Source: an optimization exercise on an open RTL-to-GDS flow (aim: small area and a short achievable clock period). Production flows keep margins and buffers that such runs may drop.
In this exercise RTL edits were held to simulation tests only and were not proved equivalent to the original.
No activity file was given, so power comes from the tool's default toggle rates.

Setup of nickel:
## FIFO
module FIFO(clk, rst, wr_en, rd_en, buf_in, buf_out, buf_empty, buf_full, fifo_counter);
input clk, rst, wr_en, rd_en;
input [7:0] buf_in;
output [7:0] buf_out;
output buf_empty, buf_full;
output [6:0] fifo_counter;
reg [7:0] buf_out;
reg buf_full;
reg not_empty;             
wire buf_empty = ~not_empty;
reg [6:0] fifo_counter;
reg [7:0] mem [0:63];
reg [7:0] sel_lo, sel_hi;
wire do_wr = wr_en & ~buf_full;
wire do_rd = rd_en & not_empty;
wire inc = do_wr & ~do_rd;
wire dec = do_rd & ~do_wr;
integer i;
always @(posedge clk) begin
    if (do_wr) begin
        mem[0] <= buf_in;
        for (i = 1; i < 64; i = i + 1)
            mem[i] <= mem[i-1];
    end
end
wire [7:0] lo0, hi0;
fifo_dec3 u_dlo (.a(fifo_counter[2:0]), .y(lo0));
fifo_dec3 u_dhi (.a(fifo_counter[5:3]), .y(hi0));
wire [7:0] lo_up = {lo0[6:0], lo0[7]};
wire [7:0] lo_dn = {lo0[0], lo0[7:1]};
wire [7:0] hi_up = lo0[7] ? {hi0[6:0], hi0[7]} : hi0;
wire [7:0] hi_dn = lo0[0] ? {hi0[0], hi0[7:1]} : hi0;
always @(posedge clk) begin
  ...
make LEC_CHECK=0 ABC_AREA=1 CAP_MARGIN=20 CORE_MARGIN=2 CORE_UTILIZATION=55 CTS_BUF_LIST=sky130_fd_sc_hd__clkbuf_16 CTS_CLUSTER_DIAMETER=100 CTS_CLUSTER_SIZE=30 SETUP_SLACK_MARGIN=2.9 SLEW_MARGIN=20 SYNTH_HIERARCHICAL=1 SYNTH_MINIMUM_KEEP_SIZE=0 finish   # period 5.0 ns
run.sh (not shown) runs the stock make flow with config.mk's settings and CLKGATE_MAP_FILE= SYNTH_SCRIPT=/design/flow/synth_recipe.tcl, a recipe that flattens the netlist after the stock synthesis.
nickel reached the final stage; the timing, design-rule and antenna checks on its layout passed.
[inputs] zinc vs nickel
Settings: a change of SETUP_SLACK_MARGIN from 2.9 to 2.85; a deleted ABC_AREA that had been 1; a change of CORE_UTILIZATION from 55 to 72.
--- outcome ---
On routed wire length: zinc sits below nickel.
From nickel to zinc the numbers moved as follows: area of all sequential standard cells has remained practically unchanged; total non-filler cell area in the finished layout shows a reduction of 6.2%; post-CTS clock slew at the launch and capture registers of the worst setup and hold paths shrank by 0.02 ns.
Compared zinc vs nickel, and critical path depth is up in zinc.
zinc: core utilization 19 points above nickel
In zinc relative to nickel, synthesized cell count had gone down by more than a quarter.
| cell-internal power | zinc vs nickel | worse |
For zinc, the most common cell after layout, fill and taps aside was edfxtp_1, unlike nickel, where it was nand2_1.
[compare] base=nickel new=zinc: hold slack now larger; longest individual stage delay on the worst path now smaller.
--- input diff zinc..amber ---
Settings: a change of CORE_UTILIZATION from 72 to 65.
## What came out
In terms of combinational power, zinc and amber differ only marginally. Summary — global-route usage, amber relative to zinc: lower, by 1.6 points. Switching power summed over all nets for amber is higher than for zinc. The final worst setup slack in amber was higher than what zinc gave. Aggregate routed wire length delta (amber − zinc): unfavourable. Sort zinc and amber by leakage component of the power desc -> top: zinc. Relative to zinc, wire length of the first global-routing pass has increased by 2.2% in amber. Going from zinc to amber, core occupancy in the finished layout fell by 8.9 points, clock network power share stayed essentially flat. Die boundary width (amber vs. zinc) increases by a few percent. In the tables for zinc and amber, fraction of area in registers reads higher with amber.
Here is what was changed in the inputs of raven compared with amber.
Settings: TNS_END_PERCENT: unset -> 10.
==> run notes <==
On raven: fmax is 0.45% higher than what amber gave.
Of raven and amber, the run reporting the lower actual slew at the worst max-slew pin was raven.
amber has a higher amount of wire on met2 after detailed routing than raven.
Share of cell area taken by flip-flops and latches, raven and amber, higher one = raven.
Final standard cell count with taps included and fillers excluded essentially unchanged between amber and raven.
For the post-layout minimum cycle time, raven came in 0.0098 ns lower than amber did.
Total design power, raven vs amber: down slightly
Looking at raven and amber, the fraction of area in clock buffers and inverters is a wash.
On worst-case hold slack, raven and amber are neck and neck.
The following lists how maple was set up differently from raven:
Settings: SETUP_SLACK_MARGIN: 2.85 -> 3.0.
Notes after the runs:
maple — power 2.1% higher, raven as reference. Across both runs, ratio of final minimum period to clock period was higher for maple than for raven. Compared with raven, in maple register-to-register slack now larger; sequential cell count comparable; multi-input gate share of the layout cell area now smaller; combinational share of power now larger. Combinational power sits higher in maple than in raven. From raven to maple, final count of negative-setup-slack endpoints did not move at all. [maple] routed length on met3 rose 5.5% relative to raven. Looking at start point of the critical path, the buf_out[5]$_DFF_PP0_ result is from maple; the buf_full$_DFFE_PP0P_ one comes from raven. In the final reports, the cell area of maple is larger than that of raven. NOTE cell count raven->maple increased slightly.
Relative to maple, the following input files were edited for garnet:
Settings: CORE_UTILIZATION: 65 -> 55; SETUP_SLACK_MARGIN: 3.0 -> 2.9; TNS_END_PERCENT: 10 -> unset.
==> comparison <==
More vias were needed by maple than by garnet.
Going from maple to garnet, the core box area was found to have gone up by 17%.
| width of the die | garnet vs maple | 15 um higher |

-- what the ideal ports hide --
Ports are ideal in the flow. The routed layouts listed here were re-timed in OpenROAD.
Step 1 (the two cells are an assumption about what drives the block):
set clk [get_ports {clk}]
set_driving_cell -lib_cell sky130_fd_sc_hd__clkbuf_16 $clk
set_driving_cell -lib_cell sky130_fd_sc_hd__buf_2 [delete_from_list [all_inputs] $clk]
Step 2, shift: input delay + t, output delay - t, t = (earliest + latest rising clock arrival at the registers) / 2. This alone moves slack from input paths to output paths.
Three values: no drivers, after step 1, after step 2; two values: the first two.
run	t (ns)	slack for setup (ns)	hold slack, ns
nickel	0.611	2.791 / 2.736 / 2.357	0.415 / 0.415 / 0.415
zinc	0.598	2.771 / 2.777 / 2.179	0.459 / 0.459 / 0.459
amber	0.595	2.821 / 2.769 / 2.286	0.424 / 0.424 / 0.424
raven	0.595	2.831 / 2.788 / 2.284	0.422 / 0.422 / 0.422
maple	0.595	2.821 / 2.768 / 2.275	0.424 / 0.424 / 0.424
garnet	0.611	2.779 / 2.726 / 2.191	0.427 / 0.427 / 0.427
After both steps setup and hold are still met in every run listed. The setup slack of zinc, which loses most, moves by +0.006 ns with the drivers and by -0.592 ns with both steps.
